Background: an optimization exercise with open tools, aiming at small area, a short achievable clock period and few clock cycles per item. Do not read the settings as production practice.
Where RTL was checked, it was by simulation tests only, not by an equivalence proof against the original.
Function not checked in run 1: the RTL went through the layout flow alone.

## flow/design.v (module list and top-level ports; edited modules follow where they fit)
// module mult_benc: 8 lines
// module mult_enc: 4 lines
// module mult_ao: 3 lines
// module mult_fa: 4 lines
// module mult_fx: 6 lines
// module mult_x2: 3 lines
// module mult_mj: 3 lines
// module mult_ha: 4 lines
// module mult_pc_nnnnt: 6 lines
// module mult_pc_nnttn: 6 lines
// module mult_pc_ttnnt: 6 lines
// module mult_pc_ttttn: 6 lines
// module mult: 1212 lines
module mult(
  input  reset,
  input  clk,
  input  [31:0] a_in,
  input  [31:0] b_in,
  input  start,
  output logic [63:0] product,
  output logic done);
  // ...
==> flow/flow/run.sh <==
#!/bin/bash
set -euo pipefail
export BUFFER_PORTS_ARGS="-buffer_cell sky130_fd_sc_hd__buf_2"
bash standard.sh > standard_flow.log 2>&1
==> flow/standard.sh <==
#!/bin/bash
# synth_recipe.tcl (not shown) runs the flow's synth.tcl, then flattens the netlist and writes it again
# the make line also repeats each setting of config.mk as NAME=value (left out here)
make -C /OpenROAD-flow-scripts/flow DESIGN_CONFIG=/design/flow/config.mk WORK_HOME=/design/flow/orfs CLKGATE_MAP_FILE= SYNTH_SCRIPT=/design/flow/synth_recipe.tcl "${@:-finish}"
==> flow/config.mk <==
export PLATFORM = sky130hd
export DESIGN_NAME = mult
export DESIGN_NICKNAME = mult
export VERILOG_FILES = /design/flow/design.v
export SDC_FILE = /design/flow/constraint.sdc
export NUM_CORES = 4
export LEC_CHECK = 0
export CAP_MARGIN = 20
export CORE_MARGIN = 2
export CORE_UTILIZATION = 60
export GPL_TIMING_DRIVEN = 0
export PLACE_DENSITY = 0.75
export SLEW_MARGIN = 20
export SYNTH_HIERARCHICAL = 1
==> flow/constraint.sdc <==
create_clock -name core_clock -period 3.5 [get_ports {clk}]
set_input_delay 0.7000 -clock core_clock [delete_from_list [all_inputs] [get_ports {clk}]]
set_output_delay 0.7000 -clock core_clock [all_outputs]
set_load 0.01 [all_outputs]
==> flow_summary_export.csv, run 1 <==
group,metric,value,unit
outcome,status,"complete, but fails checks",
outcome,failed_checks,"negative setup slack",
global_route,grt_use_total,0.331,
clock_tree,clockRootBuffer,"clkbuf_16",
cells_and_area,syn2layout_area_growth,16.3,%
cells_and_area,layout_commonest_cell,"xor2_1",
global_route,antenna_found_initial,1,
sta,setup_slack,-0.00653,ns
sta,setup_viol,1,
sta,hold_slack,0.0364,ns
floorplanning,pin_count,132,
routing,met3_length,3080,um
floorplanning,tapCellCount,384,
global_route,grt_pass1_wl,79600,um
clock_tree,cts_resized,92,
sta,fin_skew,0.0185,ns
cells_and_area,seq_area,3240,sq um
cells_and_area,clockBufferCount,18,
routing,wl_met1,18800,um
critical_path,worstSetupPathDepth,11,
sta,slew_headroom,0.590,
cells_and_area,layout_common_cells,"xor2_1 (286), xnor2_1 (219), a22oi_1 (186), buf_2 (148), dfxtp_1 (142)",
clock_tree,htree_levels,4,
worst_hold_path,min_path_type,"in -> async",
clock_tree,clock_latency,0.45,ns
clock_tree,clock_path_buffers,2,
cells_and_area,utilization,0.710,
clock_tree,cts_tree,"built",
==> inputs of run 2 (changes only) <==
--- a/flow/design.v
+++ b/flow/design.v
@@ -409,46 +409,46 @@
   mult_ha u_t9 (.a(pp0[7]), .b(pp1[5]), .s(t19), .co(t20));
   mult_fa u_t10 (.a(pp2[3]), .b(pp3[1]), .c(t14), .s(t21), .co(t22));
   mult_fa u_t11 (.a(t19), .b(t16), .c(t21), .s(t23), .co(t24));
   mult_fx u_t12 (.a(ng[4]), .b(pp4[0]), .c(accc[8]), .s(t25), .co(t26));
   mult_fa u_t13 (.a(t25), .b(pp0[8]), .c(pp1[6]), .s(t27), .co(t28));
   mult_fa u_t14 (.a(pp2[4]), .b(pp3[2]), .c(t20), .s(t29), .co(t30));
   mult_fa u_t15 (.a(t27), .b(t29), .c(t22), .s(t31), .co(t32));
   mult_ha u_t16 (.a(pp4[1]), .b(accs[9]), .s(t33), .co(t34));
-  mult_fa u_t17 (.a(accc[9]), .b(t33), .c(pp0[9]), .s(t35), .co(t36));
+  mult_fx u_t17 (.a(accc[9]), .b(t33), .c(pp0[9]), .s(t35), .co(t36));
   mult_fa u_t18 (.a(pp1[7]), .b(pp2[5]), .c(pp3[3]), .s(t37), .co(t38));
   mult_fx u_t19 (.a(t26), .b(t35), .c(t28), .s(t39), .co(t40));
   mult_fa u_t20 (.a(t37), .b(t30), .c(t39), .s(t41), .co(t42));
-  mult_fa u_t21 (.a(ng[5]), .b(pp4[2]), .c(pp5[0]), .s(t43), .co(t44));
+  mult_fx u_t21 (.a(ng[5]), .b(pp4[2]), .c(pp5[0]), .s(t43), .co(t44));
   mult_fx u_t22 (.a(accs[10]), .b(accc[10]), .c(t43), .s(t45), .co(t46));
   mult_fa u_t23 (.a(t34), .b(pp0[10]), .c(pp1[8]), .s(t47), .co(t48));
   mult_fa u_t24 (.a(pp2[6]), .b(pp3[4]), .c(t45), .s(t49), .co(t50));
   mult_fx u_t25 (.a(t36), .b(t38), .c(t47), .s(t51), .co(t52));
   mult_fa u_t26 (.a(t49), .b(t40), .c(t51), .s(t53), .co(t54));
   mult_ha u_t27 (.a(pp4[3]), .b(pp5[1]), .s(t55), .co(t56));
   mult_fa u_t28 (.a(accc[11]), .b(t55), .c(t44), .s(t57), .co(t58));
   mult_fa u_t29 (.a(pp0[11]), .b(pp1[9]), .c(pp2[7]), .s(t59), .co(t60));
   mult_fa u_t30 (.a(pp3[5]), .b(t57), .c(t46), .s(t61), .co(t62));
   mult_fx u_t31 (.a(t48), .b(t59), .c(t50), .s(t63), .co(t64));
-  mult_fa u_t32 (.a(t61), .b(t52), .c(t63), .s(t65), .co(t66));
+  mult_fx u_t32 (.a(t61), .b(t52), .c(t63), .s(t65), .co(t66));
   mult_fx u_t33 (.a(pp4[4]), .b(pp5[2]), .c(accs[12]), .s(t67), .co(t68));
   mult_fx u_t34 (.a(accc[12]), .b(t56), .c(t67), .s(t69), .co(t70));
   mult_fa u_t35 (.a(pp0[12]), .b(pp1[10]), .c(pp2[8]), .s(t71), .co(t72));
   mult_fx u_t36 (.a(pp3[6]), .b(t69), .c(t58), .s(t73), .co(t74));
   mult_fx u_t37 (.a(t60), .b(t71), .c(t73), .s(t75), .co(t76));
   mult_fx u_t38 (.a(t62), .b(t75), .c(t64), .s(t77), .co(t78));
   mult_fx u_t39 (.a(pp4[5]), .b(pp5[3]), .c(accs[13]), .s(t79), .co(t80));
   mult_fx u_t40 (.a(accc[13]), .b(t79), .c(pp0[13]), .s(t81), .co(t82));
   mult_fa u_t41 (.a(pp1[11]), .b(pp2[9]), .c(pp3[7]), .s(t83), .co(t84));
-  mult_fa u_t42 (.a(t68), .b(t70), .c(t81), .s(t85), .co(t86));
+  mult_fx u_t42 (.a(t68), .b(t70), .c(t81), .s(t85), .co(t86));
   mult_fx u_t43 (.a(t72), .b(t83), .c(t74), .s(t87), .co(t88));
-  mult_fa u_t44 (.a(t85), .b(t87), .c(t76), .s(t89), .co(t90));
+  mult_fx u_t44 (.a(t85), .b(t87), .c(t76), .s(t89), .co(t90));
   mult_fx u_t45 (.a(pp4[6]), .b(pp5[4]), .c(accs[14]), .s(t91), .co(t92));
-  mult_fa u_t46 (.a(accc[14]), .b(t91), .c(pp0[14]), .s(t93), .co(t94));
+  mult_fx u_t46 (.a(accc[14]), .b(t91), .c(pp0[14]), .s(t93), .co(t94));
   mult_fa u_t47 (.a(pp1[12]), .b(pp2[10]), .c(pp3[8]), .s(t95), .co(t96));
   mult_fa u_t48 (.a(t80), .b(t93), .c(t82), .s(t97), .co(t98));
   mult_fx u_t49 (.a(t84), .b(t95), .c(t86), .s(t99), .co(t100));
   mult_fx u_t50 (.a(t97), .b(t99), .c(t88), .s(t101), .co(t102));
   mult_fx u_t51 (.a(pp4[7]), .b(pp5[5]), .c(accs[15]), .s(t103), .co(t104));
   mult_fx u_t52 (.a(accc[15]), .b(t103), .c(pp0[15]), .s(t105), .co(t106));
   mult_fa u_t53 (.a(pp1[13]), .b(pp2[11]), .c(pp3[9]), .s(t107), .co(t108));
   mult_fx u_t54 (.a(t92), .b(t105), .c(t94), .s(t109), .co(t110));
@@ -558,39 +558,39 @@
   mult_fx u_t158 (.a(t302), .b(t315), .c(t304), .s(t317), .co(t318));
   mult_fa u_t159 (.a(ns[0]), .b(pp4[25]), .c(pp5[23]), .s(t319), .co(t320));
   mult_fx u_t160 (.a(accs[33]), .b(accc[33]), .c(t319), .s(t321), .co(t322));
   mult_fa u_t161 (.a(pp1[31]), .b(pp2[29]), .c(pp3[27]), .s(t323), .co(t324));
   mult_fx u_t162 (.a(t308), .b(t321), .c(t310), .s(t325), .co(t326));
   mult_fx u_t163 (.a(t312), .b(t323), .c(t325), .s(t327), .co(t328));
   mult_fx u_t164 (.a(t314), .b(t327), .c(t316), .s(t329), .co(t330));
   mult_ha u_t165 (.a(pp4[26]), .b(pp5[24]), .s(t331), .co(t332));
-  mult_fa u_t166 (.a(accs[34]), .b(accc[34]), .c(t331), .s(t333), .co(t334));
+  mult_fx u_t166 (.a(accs[34]), .b(accc[34]), .c(t331), .s(t333), .co(t334));
   mult_fa u_t167 (.a(t320), .b(pp1[32]), .c(pp2[30]), .s(t335), .co(t336));
   mult_fx u_t168 (.a(pp3[28]), .b(t333), .c(t322), .s(t337), .co(t338));
   mult_fx u_t169 (.a(t324), .b(t335), .c(t337), .s(t339), .co(t340));
   mult_fx u_t170 (.a(t326), .b(t339), .c(t328), .s(t341), .co(t342));
   mult_ha u_t171 (.a(ns[1]), .b(pp4[27]), .s(t343), .co(t344));
   mult_fx u_t172 (.a(pp5[25]), .b(accs[35]), .c(accc[35]), .s(t345), .co(t346));
   mult_fx u_t173 (.a(t332), .b(t343), .c(pp2[31]), .s(t347), .co(t348));
   mult_fx u_t174 (.a(pp3[29]), .b(t345), .c(t334), .s(t349), .co(t350));
   mult_fa u_t175 (.a(t347), .b(t336), .c(t349), .s(t351), .co(t352));
   mult_fx u_t176 (.a(t338), .b(t351), .c(t340), .s(t353), .co(t354));
   mult_fx u_t177 (.a(pp4[28]), .b(pp5[26]), .c(accs[36]), .s(t355), .co(t356));
   mult_fa u_t178 (.a(accc[36]), .b(t344), .c(t355), .s(t357), .co(t358));
   mult_fx u_t179 (.a(pp2[32]), .b(pp3[30]), .c(t346), .s(t359), .co(t360));
   mult_fa u_t180 (.a(t357), .b(t348), .c(t359), .s(t361), .co(t362));
-  mult_fa u_t181 (.a(t350), .b(t361), .c(t352), .s(t363), .co(t364));
+  mult_fx u_t181 (.a(t350), .b(t361), .c(t352), .s(t363), .co(t364));
   mult_ha u_t182 (.a(ns[2]), .b(pp4[29]), .s(t365), .co(t366));
   mult_fa u_t183 (.a(pp5[27]), .b(accs[37]), .c(accc[37]), .s(t367), .co(t368));
   mult_fx u_t184 (.a(t365), .b(pp3[31]), .c(t356), .s(t369), .co(t370));
-  mult_fa u_t185 (.a(t367), .b(t358), .c(t369), .s(t371), .co(t372));
+  mult_fx u_t185 (.a(t367), .b(t358), .c(t369), .s(t371), .co(t372));
   mult_fa u_t186 (.a(t360), .b(t371), .c(t362), .s(t373), .co(t374));
   mult_fx u_t187 (.a(pp4[30]), .b(pp5[28]), .c(accs[38]), .s(t375), .co(t376));
-  mult_fa u_t188 (.a(accc[38]), .b(t366), .c(t375), .s(t377), .co(t378));
+  mult_fx u_t188 (.a(accc[38]), .b(t366), .c(t375), .s(t377), .co(t378));
   mult_fa u_t189 (.a(pp3[32]), .b(t368), .c(t377), .s(t379), .co(t380));
   mult_fa u_t190 (.a(t370), .b(t379), .c(t372), .s(t381), .co(t382));
   mult_ha u_t191 (.a(ns[3]), .b(pp4[31]), .s(t383), .co(t384));
   mult_fa u_t192 (.a(pp5[29]), .b(accs[39]), .c(accc[39]), .s(t385), .co(t386));
   mult_fa u_t193 (.a(t383), .b(t376), .c(t385), .s(t387), .co(t388));
   mult_fa u_t194 (.a(t378), .b(t387), .c(t380), .s(t389), .co(t390));
   mult_fa u_t195 (.a(pp4[32]), .b(pp5[30]), .c(accs[40]), .s(t391), .co(t392));
   mult_fa u_t196 (.a(accc[40]), .b(t384), .c(t391), .s(t393), .co(t394));
==> flow/flow/run.sh (replaced) <==
#!/bin/bash
set -euo pipefail
export BUFFER_PORTS_ARGS="-buffer_cell sky130_fd_sc_hd__buf_4"
bash standard.sh > standard_flow.log 2>&1
==> flow_summary_export.csv, run 2 <==
group,metric,value,unit
outcome,status,"timing/DRC/antenna clean",
yosys,avgSynthCellArea,9.04,sq um
floorplanning,std_cell_rows,62,
placed_design,hpwl,39100,um
routing,met3_length,2710,um
routing,met2_length,26000,um
global_route,antenna_found_initial,0,
critical_path,path_cells,"ha_4 -> nand2_2 -> o21ai_4 -> a21oi_4 -> buf_12 -> o21ai_4 -> a21oi_4 -> buf_12 -> o21ai_1 -> xor2_1 -> buf_4",
routing,drt_iter0_drc,916,
sta,worst_pin_slew,0.614,ns
clock_tree,clockRootBuffer,"clkbuf_16",
clock_tree,clock_latency,0.45,ns
routing,avgRoutedWirePerCell,20.3,um
critical_path,crit_required,2.80,ns
cells_and_area,syn2layout_area_growth,18.2,%
global_route,grt_pass1_vias,15465,
critical_path,critical-path-max-stage-delay,0.35,ns
sta,slew_headroom,0.579,
sta,drv_slew,0,
floorplanning,die_y,175,um
worst_hold_path,min_path_type,"in -> async",
clock_tree,clock_sinks,160,
sta,max_freq,0.292,GHz
routing,wl_met1,19500,um
cells_and_area,nNetsFinal,2351,
critical_path,critPathSlowestCell,"dfxtp_2",
sta,finalHoldViolations,0,
clock_tree,cts_buffers,17,
critical_path,crit_path_end_kind,"output pin",
floorplanning,pin_count,132,
sta,timing.final.crit_share,0.978,
cells_and_area,stdcell_area,20800,sq um
floorplanning,initial_core_util,0.612,
sta,rsz0062_at_grt,"true",
yosys,syn_nets,2174,
clock_tree,cts_tree,"built",
clock_tree,path_clk_slew,0.08,ns
critical_path,critical_path.top_delay_family,"compound AO/OA/AOI/OAI gates",
cells_and_area,layout_common_cells,"xor2_1 (304), xnor2_1 (221), a22oi_1 (186), buf_4 (170), dfxtp_1 (143)",
routing,finalWirelength,51200,um
global_route,grt_remaining_overflow,0,
routing,top_layer_used,"met4",
job,max_cap_violations,0,
placed_design,post_dp_cell_area,19100,sq um
cells_and_area,layout_commonest_cell,"xor2_1",
sta,fin_crit,3.42,ns
yosys,synth_area,17600,sq um
cells_and_area,multi_input_area,14200,sq um
clock_tree,postCtsHoldBufs,0,
global_route,grt_use_total,0.334,
cells_and_area,utilization,0.724,
routing,firstDrtPassIters,6,
critical_path,path_buf_inv,3,
critical_path,arrival,2.72,ns
cells_and_area,n_fill_cell,2194,
sta,fin_skew,0.0178,ns
global_route,grt_pass1_wl,80500,um
placed_design,portBuffers,131,
cells_and_area,seq_area,3240,sq um
floorplanning,core_area,28800,sq um
critical_path,worst-path-max-fanout,8,
floorplanning,die-area,30800,sq um
cells_and_area,drive_above_1_share,0.288,
yosys,syn_inst,1949,
sta,setup_viol,0,
cells_and_area,antenna-diode-count,0,
routing,vias,15006,
yosys,synth_warnings,7,
critical_path,worstSetupPathType,"reg -> out",
routing,routed_via_density,5.95,
placed_design,gp_congestion,0.985,
global_route,grt_max_degree,33,
routing,ant_nets,0,
cells_and_area,largest_reg_flops,64,
clock_tree,clock_path_buffers,2,
floorplanning,die_w,175,um
routing,drcViolationCount,0,
critical_path,cp-start-kind,"flop",
clock_tree,htree_levels,4,
==> run 2: stage by stage <==
stage	worst slack, ns	std cells	setup TNS, ns	hold WS (ns)
after floorplan	0.0885	1949	0	0.404
after global placement	-0.932	2464	-53.57	0.435
after detailed placement	-0.999	2466	-58.85	0.440
after CTS	0.00198	2521	0	0.0272
after global routing	-0.0512	2522	-0.132	0.0259
final	0.0787	2522	0	0.0340
==> run 2: what timing repair did <==
item / in CTS / in global routing
cloned: 2 / 0
setup buffers: 23 / 20
setup endpoints to repair: 100 / 85
gates resized for setup: 103 / 103
pin swaps: 20 / 28
==> run 2: path summary, 6_finish.rpt <==
kind,start,endpoint,slack (ns),cells after the start
hold reg to reg,b_reg[0],etwo[0],0.45,1
setup / recovery,s_reg[3],product[34],0.08,11
max in group asynchronous,reset,p1,3.38,1
min in group core_clock,b_in[5],b_reg[5],0.35,1
setup reg to reg,eone[5],s_reg[32],0.16,11
hold / removal,reset,m,0.03,1
==> run 2: area by class of cell <==
cell class / instances / share of cell area
multi-input combinational: 1580 / 0.684
sequential: 160 / 0.156
timing repair buffer: 175 / 0.0676
buffer: 99 / 0.0249
tap: 384 / 0.0231
clock buffer: 20 / 0.0229
inverter: 93 / 0.0168
clock inverter: 11 / 0.00558
==> run 2: layer usage <==
metal  vias to the layer above  global-route usage
li1                       6988                   -
met1                      7236               0.367
met2                       613               0.603
met3                       169              0.0472
met4                         0               0.209
met5                         -                   0
Testbench counts of run 2, summed over its fixed seeds: cycles 9,600, items 2,400.
==> inputs of run 3 (changes only) <==
==> flow/flow/run.sh (replaced) <==
#!/bin/bash
set -euo pipefail
export BUFFER_PORTS_ARGS="-buffer_cell sky130_fd_sc_hd__buf_2"
bash standard.sh > standard_flow.log 2>&1
--- a/flow/config.mk
+++ b/flow/config.mk
@@ -10,5 +10,6 @@
 export CORE_UTILIZATION = 60
 export GPL_TIMING_DRIVEN = 0
 export PLACE_DENSITY = 0.75
+export SETUP_SLACK_MARGIN = 0.05
 export SLEW_MARGIN = 20
 export SYNTH_HIERARCHICAL = 1
==> flow_summary_export.csv, run 3 <==
group,metric,value,unit
critical_path,crit_required,3.82,ns
critical_path,cp-start-kind,"input pin",
sta,timing.final.crit_share,0.982,
critical_path,path_cells,"buf_2 -> nand2b_1 -> o22ai_2 -> a21o_1 -> clkbuf_4 -> a22oi_1 -> xnor2_1 -> fa_1 -> xor2_1 -> xor2_1 -> xor2_1 -> xor2_1",
clock_tree,postCtsHoldBufs,0,
routing,routed_via_density,5.98,
critical_path,r2r_start,"eneg[4]",
job,max_cap_violations,0,
global_route,grt_pass1_wl,80600,um
sta,fin_crit,3.44,ns
cells_and_area,drive_above_1_share,0.310,
sta,fin_skew,0.0214,ns
routing,vias,15172,
global_route,met2_usage,0.603,
clock_tree,clock_latency,0.44,ns
critical_path,arrival,3.76,ns
yosys,synth_area,17600,sq um
sta,slew_headroom,0.583,
placed_design,portBuffers,131,
outcome,status,"timing/DRC/antenna clean",
placed_design,post_dp_cell_area,18800,sq um
placed_design,placed_cells_incl_taps,2465,
routing,drt_iter0_drc,1098,
cells_and_area,layout_common_cells,"xor2_1 (304), xnor2_1 (218), a22oi_1 (186), buf_2 (149), dfxtp_1 (132)",
global_route,antenna_found_initial,3,
global_route,grt_pass1_vias,15472,
clock_tree,path_clk_slew,0.08,ns
yosys,syn_nets,2174,
critical_path,critPathSlowestCell,"fa_1",
sta,setup_viol,0,
cells_and_area,stdcell_area,20800,sq um
clock_tree,clock_sinks,160,
sta,worst_pin_slew,0.608,ns
yosys,avgSynthCellArea,9.04,sq um
routing,drcViolationCount,0,
critical_path,critical-path-max-stage-delay,0.56,ns
floorplanning,die-area,30800,sq um
yosys,syn_inst,1949,
routing,ant_nets,0,
critical_path,path_common_cell,"xor2_1",
sta,max_freq,0.291,GHz
cells_and_area,n_fill_cell,2201,
critical_path,worst-path-max-fanout,13,
floorplanning,core_area,28800,sq um
clock_tree,clock_path_buffers,2,
global_route,grt_max_degree,33,
cells_and_area,largest_reg_flops,64,
sta,setup_tns,0,ns
clock_tree,cts_buffers,17,
global_route,grt_busiest_layer,"met2",
cells_and_area,syn2layout_area_growth,17.9,%
floorplanning,std_cell_rows,62,
cells_and_area,layout.cells.non_filler,2536,
placed_design,hpwl,39000,um
critical_path,worstSetupPathType,"in -> reg",
sta,finalHoldViolations,0,
floorplanning,pin_count,132,
critical_path,ff2ff_path_depth,11,
cells_and_area,layout_commonest_cell,"xor2_1",
floorplanning,die_y,175,um
clock_tree,htree_levels,4,
routing,firstDrtPassIters,7,
worst_hold_path,min_path_type,"in -> async",
critical_path,r2r-end,"s_reg[33]",
clock_tree,cts_tree,"built",
sta,drv_slew,0,
critical_path,crit_path_end_kind,"flop",
clock_tree,clockRootBuffer,"clkbuf_16",
global_route,grt_use_total,0.332,
global_route,use_met3,0.0385,
floorplanning,die_w,175,um
routing,finalWirelength,51800,um
yosys,synth_warnings,7,
sta,hold_slack,0.0322,ns
floorplanning,initial_core_util,0.612,
cells_and_area,nNetsFinal,2362,
sta,rsz0062_at_grt,"true",
global_route,gr-usage-met1,0.372,
global_route,grt_remaining_overflow,0,
routing,avgRoutedWirePerCell,20.4,um
critical_path,r2r_slack,0.14,ns
placed_design,gp_congestion,0.945,
## run 3: metrics by stage
step | worst slack [ns] | utilization
after floorplan | 0.0885 | -
after global placement | -1.03 | 0.652
after detailed placement | -1.16 | 0.653
after CTS | 0.0451 | 0.702
after global routing | 0.00199 | 0.722
final | 0.0641 | 0.722
## run 3: worst max path at each step
stage	startpoint	end	slack (ns)	cells past startpoint
final	b_in[31]	c_reg[13]	0.06	12
after global routing	eneg[5]	c_reg[16]	0.002	12
after CTS	s_reg[23]	product[41]	0.05	12
after detailed placement	start	c_reg[12]	-1.16	12
after global placement	start	c_reg[12]	-1.03	12
after floorplan	s_reg[35]	product[49]	0.09	8
## run 3: worst max-delay path: cells and delay by family
kind / cells / cell delay (ns)
AND/OR/NAND/NOR: 1 / 0.11
buffers and inverters: 2 / 0.62
adder cells (fa/ha/maj): 1 / 0.56
XOR/XNOR: 5 / 1.19
AO/OA/AOI/OAI: 3 / 0.55
## run 3: what timing repair did
| item | in CTS | in global routing |
|---|---|---|
| endpoints found under the setup margin | 109 | 82 |
| pin swaps | 27 | 35 |
| gates cloned | 2 | 1 |
| setup buffers | 32 | 24 |
| resized for setup | 130 | 127 |
| hold endpoints to repair | 0 | 0 |
## run 3: area by class of cell
class	instances	area [sq um]	area share
multi-input cells	1580	14400	0.691
clock inverters	14	163	0.00783
repair buffers	188	1180	0.0570
inverters	93	349	0.0168
diodes	2	5.00	0.000241
clock buffers	18	439	0.0211
well taps	384	480	0.0231
flip-flops and latches	160	3250	0.157
plain buffers	97	542	0.0261
## run 3: per-layer routing
layer,wire [um],share of wire
met5,0,0
met3,2700,0.052
met2,25900,0.50
met4,3650,0.070
met1,19600,0.38
==> module mult_enc, before the edit <==
module mult_enc(input x2, input x1, input x0, output one, output two);
  assign one = x1 ^ x0;
  assign two = (x2 & ~x1 & ~x0) | (~x2 & x1 & x0);
endmodule
==> inputs of run 4 (changes only) <==
--- a/flow/design.v
+++ b/flow/design.v
@@ -7,8 +7,16 @@
   mult_ao u_a3 (.s(s), .x(x2), .e(en), .y(neg));
 endmodule
 module mult_enc(input x2, input x1, input x0, output one, output two);
-  assign one = x1 ^ x0;
-  assign two = (x2 & ~x1 & ~x0) | (~x2 & x1 & x0);
+  logic t;
+  mult_x2 u_one (.a(x1), .b(x0), .y(one));
+  mult_xn2 u_t (.a(x2), .b(x1), .y(t));
+  mult_nor2 u_two (.a(one), .b(t), .y(two));
+endmodule
+module mult_xn2(input a, input b, output y);
+  assign y = ~(a ^ b);
+endmodule
+module mult_nor2(input a, input b, output y);
+  assign y = ~(a | b);
 endmodule
 module mult_ao(input s, input x, input e, output y);
   assign y = e | (s & x);
--- a/flow/config.mk
+++ b/flow/config.mk
@@ -10,6 +10,6 @@
 export CORE_UTILIZATION = 60
 export GPL_TIMING_DRIVEN = 0
 export PLACE_DENSITY = 0.75
-export SETUP_SLACK_MARGIN = 0.05
+export SETUP_SLACK_MARGIN = 0.2
 export SLEW_MARGIN = 20
 export SYNTH_HIERARCHICAL = 1
==> flow_summary_export.csv, run 4 <==
group,metric,value,unit
critical_path,arrival,2.72,ns
placed_design,gp_congestion,0.978,
routing,finalWirelength,53000,um
global_route,grt_remaining_overflow,0,
routing,avgRoutedWirePerCell,20.5,um
critical_path,crit_path_end_kind,"output pin",
sta,worst_pin_slew,0.613,ns
routing,ant_nets,0,
yosys,synth_area,17500,sq um
global_route,grt_pass1_vias,15391,
critical_path,critPathSlowestCell,"dfxtp_2",
cells_and_area,layout.cells.non_filler,2580,
cells_and_area,drive_above_1_share,0.354,
job,max_cap_violations,0,
clock_tree,cts_buffers,17,
critical_path,cp-start-kind,"flop",
placed_design,portBuffers,131,
floorplanning,std_cell_rows,62,
yosys,synth_warnings,7,
outcome,status,"timing/DRC/antenna clean",
clock_tree,clock_latency,0.44,ns
cells_and_area,stdcell_area,21600,sq um
routing,wl_met1,19900,um
routing,firstDrtPassIters,9,
placed_design,post_dp_cell_area,18700,sq um
clock_tree,clock_path_buffers,2,
critical_path,critical-path-max-stage-delay,0.34,ns
floorplanning,die_y,175,um
sta,rsz0062_at_grt,"true",
global_route,antenna_found_initial,3,
clock_tree,postCtsHoldBufs,0,
routing,met3_length,3070,um
critical_path,worstSetupPathType,"reg -> out",
placed_design,hpwl,38100,um
critical_path,crit_path_start,"c_reg[17]",
critical_path,ff2ff_path_depth,12,
critical_path,critical_path.top_delay_family,"compound AO/OA/AOI/OAI gates",
clock_tree,clock_sinks,160,
critical_path,r2r_start,"eone[4]",
sta,max_freq,0.292,GHz
floorplanning,core_area,28800,sq um
global_route,grt_use_total,0.336,
floorplanning,die-area,30600,sq um
placed_design,placed_cells_incl_taps,2456,
floorplanning,initial_core_util,0.610,
cells_and_area,layout_commonest_cell,"xor2_1",
critical_path,r2r_slack,0.30,ns
routing,drcViolationCount,0,
clock_tree,htree_levels,4,
sta,fin_crit,3.42,ns
routing,routed_via_density,5.95,
global_route,grt_max_degree,33,
routing,drt_iter0_drc,1146,
global_route,grt_pass1_wl,80600,um
yosys,syn_nets,2166,
sta,fin_skew,0.0179,ns
yosys,avgSynthCellArea,9.04,sq um
sta,slew_headroom,0.580,
routing,vias,15358,
critical_path,path_common_cell,"a21oi_4",
clock_tree,cts_tree,"built",
cells_and_area,layout_common_cells,"xor2_1 (296), xnor2_1 (219), a22oi_1 (170), buf_2 (147), maj3_2 (131)",
sta,drv_slew,0,
sta,timing.final.crit_share,0.977,
critical_path,path_buf_inv,3,
cells_and_area,utilization,0.750,
sta,finalHoldViolations,0,
routing,top_layer_used,"met4",
sta,hold_slack,0.0392,ns
cells_and_area,largest_reg_flops,64,
critical_path,path_cells,"ha_4 -> a21oi_4 -> o21ai_4 -> a21oi_4 -> o21ai_4 -> buf_12 -> a21oi_4 -> buf_4 -> o21ai_2 -> xor2_1 -> buf_2",
yosys,syn_inst,1941,
worst_hold_path,min_path_type,"in -> async",
routing,met2_length,26600,um
critical_path,crit_required,2.80,ns
floorplanning,die_w,175,um
clock_tree,clockRootBuffer,"clkbuf_16",
critical_path,worst-path-max-fanout,6,
clock_tree,path_clk_slew,0.08,ns
critical_path,r2r-end,"c_reg[23]",
cells_and_area,nNetsFinal,2405,
cells_and_area,syn2layout_area_growth,23.1,%
sta,setup_viol,0,
floorplanning,pin_count,132,
-- run 4: per-stage QoR --
step / setup WS, ns / TNS (ns)
floorplan: 0.226 / 0
global placement: -0.997 / -55.09
detailed placement: -1.04 / -61.75
CTS: 0.112 / 0
global route: 0.0188 / 0
finish: 0.0806 / 0
-- run 4: how the worst max path moves through the flow --
stage,depth (start not counted),to
final,11,product[51]
after global routing,14,product[42]
after CTS,13,product[35]
after detailed placement,12,c_reg[12]
after global placement,12,c_reg[12]
after floorplan,9,product[48]
-- run 4: area by class of cell --
class | count | area (sq um)
Fill cell | 2042 | 7190
Timing Repair Buffer | 223 | 1480
Buffer | 112 | 751
Tap cell | 384 | 480
Antenna cell | 3 | 7.51
Multi-Input combinational cell | 1573 | 14600
Inverter | 93 | 349
Clock buffer | 18 | 429
Sequential cell | 160 | 3270
Clock inverter | 14 | 193
-- run 4: repair_timing --
item,CTS,global route
resized for setup,212,216
setup buffers,43,49
setup endpoints to repair,115,93
pin swaps,52,95
gates cloned,2,0
-- run 4: metal layers --
layer	up-vias	global-route usage
met5	-	0
met1	7392	0.372
li1	7085	-
met4	0	0.204
met3	179	0.0442
met2	702	0.609
Testbench counts of run 4, summed over its fixed seeds: cycles 9,600, items 2,400.
==> inputs of run 5 (changes only) <==
--- a/flow/config.mk
+++ b/flow/config.mk
@@ -10,6 +10,6 @@
 export CORE_UTILIZATION = 60
 export GPL_TIMING_DRIVEN = 0
 export PLACE_DENSITY = 0.75
-export SETUP_SLACK_MARGIN = 0.2
+export SETUP_SLACK_MARGIN = 0.1
 export SLEW_MARGIN = 20
 export SYNTH_HIERARCHICAL = 1
==> flow_summary_export.csv, run 5 <==
group,metric,value,unit
routing,routed_via_density,5.99,
critical_path,cp-start-kind,"flop",
critical_path,crit_path_start,"s_reg[9]",
floorplanning,die_w,175,um
placed_design,hpwl,38700,um
clock_tree,htree_levels,4,
yosys,avgSynthCellArea,9.04,sq um
global_route,grt_pass1_wl,78800,um
sta,drv_slew,0,
sta,fin_skew,0.0156,ns
clock_tree,clock_latency,0.45,ns
cells_and_area,syn2layout_area_growth,18.0,%
yosys,synth_area,17500,sq um
clock_tree,cts_tree,"built",
sta,setup_viol,0,
placed_design,post_dp_cell_area,18700,sq um
cells_and_area,layout_commonest_cell,"xor2_1",
critical_path,path_cells,"ha_4 -> a21oi_4 -> o21ai_4 -> a21oi_2 -> o21ai_4 -> buf_12 -> a21oi_4 -> buf_12 -> inv_2 -> a21o_1 -> xor2_1 -> buf_2",
clock_tree,path_clk_slew,0.07,ns
sta,fin_crit,3.47,ns
critical_path,worst-path-max-fanout,8,
routing,vias,15094,
cells_and_area,largest_reg_flops,64,
global_route,antenna_found_initial,1,
critical_path,crit_path_end_kind,"output pin",
placed_design,gp_congestion,0.951,
clock_tree,postCtsHoldBufs,0,
clock_tree,cts_buffers,17,
floorplanning,core_area,28800,sq um
sta,max_freq,0.288,GHz
floorplanning,pin_count,132,
critical_path,path_buf_inv,4,
critical_path,critical-path-max-stage-delay,0.35,ns
cells_and_area,stdcell_area,20700,sq um
yosys,syn_inst,1941,
cells_and_area,layout.cells.non_filler,2518,
placed_design,placed_cells_incl_taps,2456,
worst_hold_path,min_path_type,"in -> async",
critical_path,crit_required,2.80,ns
global_route,grt_max_degree,33,
job,max_cap_violations,0,
global_route,grt_pass1_vias,15145,
placed_design,portBuffers,131,
routing,finalWirelength,51300,um
floorplanning,die_y,175,um
floorplanning,die-area,30600,sq um
critical_path,r2r_start,"eneg[5]",
sta,rsz0062_at_grt,"true",
routing,ant_nets,0,
sta,setup_slack,0.0294,ns
clock_tree,clockRootBuffer,"clkbuf_16",
routing,avgRoutedWirePerCell,20.4,um
routing,drcViolationCount,0,
sta,finalHoldViolations,0,
sta,setup_tns,0,ns
critical_path,critPathSlowestCell,"dfxtp_2",
cells_and_area,nNetsFinal,2345,
floorplanning,initial_core_util,0.610,
sta,slew_headroom,0.607,
routing,firstDrtPassIters,6,
cells_and_area,utilization,0.719,
sta,timing.final.crit_share,0.992,
global_route,grt_use_total,0.329,
critical_path,arrival,2.77,ns
cells_and_area,drive_above_1_share,0.304,
critical_path,critical_path.top_delay_family,"compound AO/OA/AOI/OAI gates",
global_route,grt_remaining_overflow,0,
outcome,status,"timing/DRC/antenna clean",
placed_design,pre_cts_ws,-1.04,ns
cells_and_area,layout_common_cells,"xor2_1 (301), xnor2_1 (223), a22oi_1 (186), buf_2 (156), dfxtp_1 (142)",
critical_path,worstSetupPathType,"reg -> out",
clock_tree,clock_sinks,160,
routing,drt_iter0_drc,1007,
yosys,synth_warnings,7,
floorplanning,std_cell_rows,62,
sta,worst_pin_slew,0.573,ns
clock_tree,clock_path_buffers,2,
cells_and_area,n_fill_cell,2182,
yosys,syn_nets,2166,
run 5: layout make-up:
type | instances | area [sq um] | area share
Multi-Input combinational cell | 1572 | 14300 | 0.690
Sequential cell | 160 | 3250 | 0.157
Timing Repair Buffer | 177 | 1120 | 0.0540
Buffer | 99 | 567 | 0.0274
Tap cell | 384 | 480 | 0.0232
Clock buffer | 20 | 457 | 0.0221
Inverter | 93 | 349 | 0.0169
Clock inverter | 12 | 194 | 0.00937
Antenna cell | 1 | 2.50 | 0.000121
run 5: worst reg2reg max path, delay by kind of cell (launching register included):
family	cells	cell delay, ns
xor+xnor	7	1.53
fa+ha+maj	2	0.63
buf+inv	3	0.68
flops	1	0.40
run 5: stage by stage:
step	hold slack, ns
2_1_floorplan	0.404
3_5_place_dp	0.447
3_3_place_gp	0.429
5_1_grt	0.0346
6_report	0.0412
4_1_cts	0.0278
run 5: what timing repair did:
item	4_1_cts	5_1_grt
setup buffers	26	20
hold endpoints to repair	0	0
gates resized for setup	133	147
cloned	2	0
endpoints found under the setup margin	114	92
pin swaps	36	46
run 5: path summary, 6_finish.rpt:
path	cells after the start	endpoint	slack [ns]
max	12	product[33]	0.03
min	1	p1	0.04
max reg2reg	12	s_reg[30]	0.16
min reg2reg	1	etwo[0]	0.45
max in group asynchronous	1	m	3.36
min in group core_clock	1	b_reg[0]	0.36
run 5: per-layer routing:
layer	global-route usage	up-vias	wire, um
li1	-	6962	-
met1	0.359	7268	19100
met2	0.606	661	25900
met3	0.0416	203	2760
met4	0.198	0	3600
met5	0	-	0
==> inputs of run 6 (changes only) <==
--- a/flow/config.mk
+++ b/flow/config.mk
@@ -10,6 +10,6 @@
 export CORE_UTILIZATION = 60
 export GPL_TIMING_DRIVEN = 0
 export PLACE_DENSITY = 0.75
-export SETUP_SLACK_MARGIN = 0.1
+export SETUP_SLACK_MARGIN = 0.05
 export SLEW_MARGIN = 20
 export SYNTH_HIERARCHICAL = 1
==> flow_summary_export.csv, run 6 <==
group,metric,value,unit
routing,ant_nets,0,
sta,slew_headroom,0.594,
floorplanning,std_cell_rows,62,
routing,drcViolationCount,0,
routing,finalWirelength,51900,um
sta,fin_crit,3.41,ns
floorplanning,die_w,175,um
cells_and_area,stdcell_area,20500,sq um
cells_and_area,layout.cells.non_filler,2510,
floorplanning,die-area,30600,sq um
critical_path,crit_path_end_kind,"output pin",
cells_and_area,syn2layout_area_growth,17.0,%
clock_tree,cts_buffers,17,
placed_design,placed_cells_incl_taps,2457,
sta,max_freq,0.293,GHz
placed_design,portBuffers,131,
placed_design,hpwl,38900,um
yosys,synth_area,17500,sq um
clock_tree,clock_path_buffers,2,
placed_design,pre_cts_ws,-1.20,ns
global_route,grt_busiest_layer,"met2",
global_route,grt_remaining_overflow,0,
global_route,antenna_found_initial,2,
placed_design,post_dp_cell_area,18700,sq um
routing,avgRoutedWirePerCell,20.7,um
clock_tree,clock_latency,0.45,ns
sta,finalHoldViolations,0,
clock_tree,htree_levels,4,
sta,rsz0062_at_grt,"true",
clock_tree,clockRootBuffer,"clkbuf_16",
yosys,avgSynthCellArea,9.04,sq um
yosys,synth_warnings,7,
critical_path,worst-path-max-fanout,7,
clock_tree,path_clk_slew,0.08,ns
floorplanning,core_area,28800,sq um
sta,drv_slew,0,
critical_path,crit_required,2.80,ns
floorplanning,initial_core_util,0.610,
cells_and_area,layout_commonest_cell,"xor2_1",
yosys,syn_nets,2166,
sta,setup_slack,0.0864,ns
routing,vias,14970,
sta,fin_skew,0.0178,ns
global_route,gr-usage-met1,0.358,
cells_and_area,layout_common_cells,"xor2_1 (299), xnor2_1 (229), a22oi_1 (186), buf_2 (154), dfxtp_1 (137)",
critical_path,cp-start-kind,"flop",
cells_and_area,nNetsFinal,2336,
outcome,status,"timing/DRC/antenna clean",
sta,worst_pin_slew,0.592,ns
cells_and_area,utilization,0.713,
floorplanning,die_y,175,um
clock_tree,clock_sinks,160,
routing,firstDrtPassIters,6,
critical_path,worstSetupPathType,"reg -> out",
cells_and_area,multi_input_area,14300,sq um
cells_and_area,drive_above_1_share,0.299,
sta,setup_viol,0,
global_route,use_met3,0.0540,
clock_tree,postCtsHoldBufs,0,
global_route,grt_pass1_wl,79700,um
job,max_cap_violations,0,
global_route,grt_use_total,0.333,
global_route,grt_max_degree,33,
cells_and_area,seq_area,3240,sq um
yosys,syn_inst,1941,
routing,routed_via_density,5.96,
floorplanning,pin_count,132,
sta,timing.final.crit_share,0.975,
global_route,met2_usage,0.607,
global_route,grt_pass1_vias,15285,
critical_path,arrival,2.71,ns
placed_design,gp_congestion,0.961,
cells_and_area,n_fill_cell,2283,
clock_tree,cts_tree,"built",
cells_and_area,largest_reg_flops,64,
routing,drt_iter0_drc,1003,
worst_hold_path,min_path_type,"in -> async",
## run 6: through the flow
step / hold WS [ns] / setup TNS, ns
4_1_cts: 0.0212 / 0
2_1_floorplan: 0.404 / 0
5_1_grt: 0.0284 / -0.0107
3_5_place_dp: 0.448 / -70.18
6_report: 0.0294 / 0
3_3_place_gp: 0.432 / -63.86
## run 6: layout make-up
class | instances | share of cell area
Antenna cell | 2 | 0.000244
Sequential cell | 160 | 0.158
Inverter | 93 | 0.0170
Tap cell | 384 | 0.0234
Buffer | 99 | 0.0267
Clock inverter | 14 | 0.00725
Multi-Input combinational cell | 1572 | 0.697
Timing Repair Buffer | 168 | 0.0496
Clock buffer | 18 | 0.0209
## run 6: layer usage
layer | part of all wire | vias to the layer above
li1 | - | 6940
met1 | 0.37 | 7250
met2 | 0.51 | 599
met3 | 0.056 | 181
met4 | 0.061 | 0
met5 | 0 | -
## run 6: final timing paths
kind / from / endpoint / slack, ns / depth (start not counted)
max: c_reg[22] / product[52] / 0.09 / 12
min: reset / p1 / 0.03 / 1
max reg2reg: etwo[5] / s_reg[32] / 0.20 / 11
min reg2reg: b_reg[0] / etwo[0] / 0.44 / 1
max in group asynchronous: reset / m / 3.37 / 1
min in group core_clock: b_in[4] / b_reg[4] / 0.35 / 1
## run 6: worst max-delay path: stages (launching register included)
cell	delay (ns)
dfxtp_1	0.36
ha_4	0.30
nand2_1	0.13
nor2_4	0.20
a21oi_4	0.08
buf_12	0.14
o21ai_4	0.18
buf_4	0.17
a21oi_4	0.04
buf_4	0.17
o21ai_1	0.15
xor2_1	0.17
buf_2	0.15
## run 6: timing repair
| action | CTS | global route |
|---|---|---|
| setup endpoints to repair | 106 | 87 |
| gates cloned | 2 | 0 |
| buffers inserted | 24 | 13 |
| resized for setup | 120 | 135 |
| pin swaps | 30 | 32 |
| hold endpoints to repair | 0 | 0 |
==> inputs of run 7 (changes only) <==
--- a/flow/config.mk
+++ b/flow/config.mk
@@ -8,6 +8,7 @@
 export CAP_MARGIN = 20
 export CORE_MARGIN = 2
 export CORE_UTILIZATION = 60
+export CTS_BUF_LIST = sky130_fd_sc_hd__clkbuf_8
 export GPL_TIMING_DRIVEN = 0
 export PLACE_DENSITY = 0.75
 export SETUP_SLACK_MARGIN = 0.05
==> flow_summary_export.csv, run 7 <==
group,metric,value,unit
cells_and_area,n_fill_cell,2265,
yosys,syn_nets,2166,
critical_path,arrival,2.75,ns
routing,avgRoutedWirePerCell,20.5,um
placed_design,gp_congestion,0.961,
clock_tree,clockRootBuffer,"clkbuf_8",
global_route,grt_pass1_wl,79500,um
global_route,grt_pass1_vias,15216,
floorplanning,pin_count,132,
global_route,grt_use_total,0.331,
yosys,syn_inst,1941,
clock_tree,clock_latency,0.48,ns
global_route,antenna_found_initial,2,
critical_path,crit_required,2.80,ns
floorplanning,die_w,175,um
routing,finalWirelength,51500,um
clock_tree,clock_path_buffers,2,
yosys,avgSynthCellArea,9.04,sq um
critical_path,crit_path_end_kind,"output pin",
routing,ant_nets,0,
sta,drv_slew,0,
sta,slew_headroom,0.589,
floorplanning,std_cell_rows,62,
placed_design,portBuffers,131,
sta,finalHoldViolations,0,
sta,setup_tns,0,ns
critical_path,critPathSlowestCell,"dfxtp_4",
floorplanning,die-area,30600,sq um
job,max_cap_violations,0,
critical_path,worstSetupPathType,"reg -> out",
cells_and_area,largest_reg_flops,64,
floorplanning,initial_core_util,0.610,
cells_and_area,stdcell_area,20500,sq um
cells_and_area,drive_above_1_share,0.309,
placed_design,post_dp_cell_area,18700,sq um
cells_and_area,layout_commonest_cell,"xor2_1",
clock_tree,cts_tree,"built",
sta,setup_slack,0.0527,ns
routing,drcViolationCount,0,
clock_tree,cts_buffers,17,
routing,routed_via_density,5.93,
cells_and_area,layout_common_cells,"xor2_1 (303), xnor2_1 (227), a22oi_1 (186), buf_2 (148)",
worst_hold_path,min_path_type,"in -> reg",
sta,fin_skew,0.0236,ns
global_route,grt_max_degree,33,
sta,hold_slack,0.305,ns
yosys,synth_area,17500,sq um
clock_tree,path_clk_slew,0.12,ns
sta,timing.final.crit_share,0.985,
floorplanning,core_area,28800,sq um
routing,vias,14942,
outcome,status,"timing/DRC/antenna clean",
routing,drt_iter0_drc,1154,
sta,max_freq,0.290,GHz
critical_path,cp-start-kind,"flop",
yosys,synth_warnings,7,
placed_design,hpwl,38900,um
critical_path,worst-path-max-fanout,7,
global_route,grt_remaining_overflow,0,
sta,worst_pin_slew,0.600,ns
sta,fin_crit,3.45,ns
routing,firstDrtPassIters,5,
clock_tree,clock_sinks,160,
critical_path,path_cells,"ha_4 -> nand2_4 -> o21ai_4 -> a21oi_4 -> buf_12 -> o21ai_4 -> buf_6 -> a21oi_4 -> buf_8 -> o21ai_2 -> xor2_1 -> buf_2",
sta,rsz0062_at_grt,"true",
cells_and_area,nNetsFinal,2344,
critical_path,critical-path-max-stage-delay,0.39,ns
cells_and_area,syn2layout_area_growth,17.0,%
sta,setup_viol,0,
placed_design,pre_cts_ws,-1.20,ns
clock_tree,htree_levels,4,
floorplanning,die_y,175,um
-- run 7: timing repair --
action,4_1_cts,5_1_grt
endpoints found under the hold margin,3,0
setup buffers,25,19
gates cloned,2,1
gates resized for setup,123,159
hold buffers,1,0
pin swaps,35,41
setup endpoints to repair,107,88
-- run 7: path summary, 6_finish.rpt --
| kind | endpoint | slack (ns) | cells past startpoint | startpoint |
|---|---|---|---|---|
| min in group asynchronous | p1 | 0.52 | 2 | reset |
| setup / recovery | product[38] | 0.05 | 12 | c_reg[7] |
| hold / removal | b_reg[4] | 0.30 | 1 | b_in[4] |
| max in group asynchronous | m | 2.88 | 2 | reset |
| setup reg to reg | s_reg[32] | 0.14 | 11 | eneg[5] |
| hold reg to reg | etwo[0] | 0.44 | 1 | b_reg[0] |
-- run 7: worst max-delay path: cells and delay by family, from the launching register on --
kind | cells | cell delay, ns
xor+xnor | 1 | 0.18
compound gates | 5 | 0.67
buf+inv | 4 | 0.63
simple gates | 1 | 0.07
fa+ha+maj | 1 | 0.30
flops | 1 | 0.39
-- run 7: metrics by stage --
stage	std cells	utilization
floorplan	1941	-
global placement	2456	0.650
detailed placement	2457	0.650
CTS	2516	0.691
global route	2516	0.713
finish	2518	0.713
-- run 7: metal layers --
layer | part of all wire | global-route usage | up-vias
met3 | 0.055 | 0.0477 | 173
met4 | 0.062 | 0.210 | 0
met2 | 0.51 | 0.597 | 627
li1 | - | - | 6962
met1 | 0.38 | 0.363 | 7180
met5 | 0 | 0 | -
-- run 7: layout make-up --
type / count / area (sq um) / area share
inverter: 93 / 349 / 0.0170
tap: 384 / 480 / 0.0234
multi-input combinational: 1572 / 14400 / 0.701
sequential: 160 / 3260 / 0.159
clock buffer: 17 / 234 / 0.0114
timing repair buffer: 177 / 1120 / 0.0548
buffer: 98 / 538 / 0.0262
antenna: 2 / 5.00 / 0.000244
clock inverter: 15 / 153 / 0.00744

[re-timing with driven ports]
The results above use ideal ports. As a check the final layouts listed here were re-extracted and re-timed, cells and wires unchanged. Step 1: set_driving_cell puts a clkbuf_16 on clk and a buf_2 on each other input, an assumption about the parent block. Step 2 moves the port delays by t, midway between the first and last clock arrival at a register: inputs arrive t later, outputs are due t later. That takes back most of the time a late clock gives input paths. Slacks: ideal / step 1 / step 2; pairs: ideal / step 1.
| run | t, ns | setup WS [ns] | hold WS [ns] | worst setup path at the end |
|---|---|---|---|---|
| run 1 | 0.487 | -0.007 / -0.054 / -0.360 | 0.036 / 0.013 / 0.453 | input to register |
| run 2 | 0.494 | 0.079 / 0.028 / -0.393 | 0.034 / 0.008 / 0.446 | input to register |
| run 3 | 0.483 | 0.064 / 0.027 / -0.389 | 0.032 / 0.005 / 0.444 | input to register |
| run 4 | 0.486 | 0.081 / 0.028 / -0.333 | 0.039 / 0.007 / 0.458 | input to register |
| run 5 | 0.493 | 0.029 / -0.025 / -0.328 | 0.041 / 0.012 / 0.453 | input to register |
| run 6 | 0.496 | 0.086 / 0.031 / -0.316 | 0.029 / -0.006 / 0.441 | input to register |
| run 7 | 0.522 | 0.053 / 0.003 / -0.403 | 0.305 / 0.276 / 0.441 | input to register |
Met with ideal ports but missed after step 2: setup timing in 6 of these runs. For run 2, which loses most, drivers alone change the setup slack by -0.051 ns; drivers and shift together by -0.472 ns.
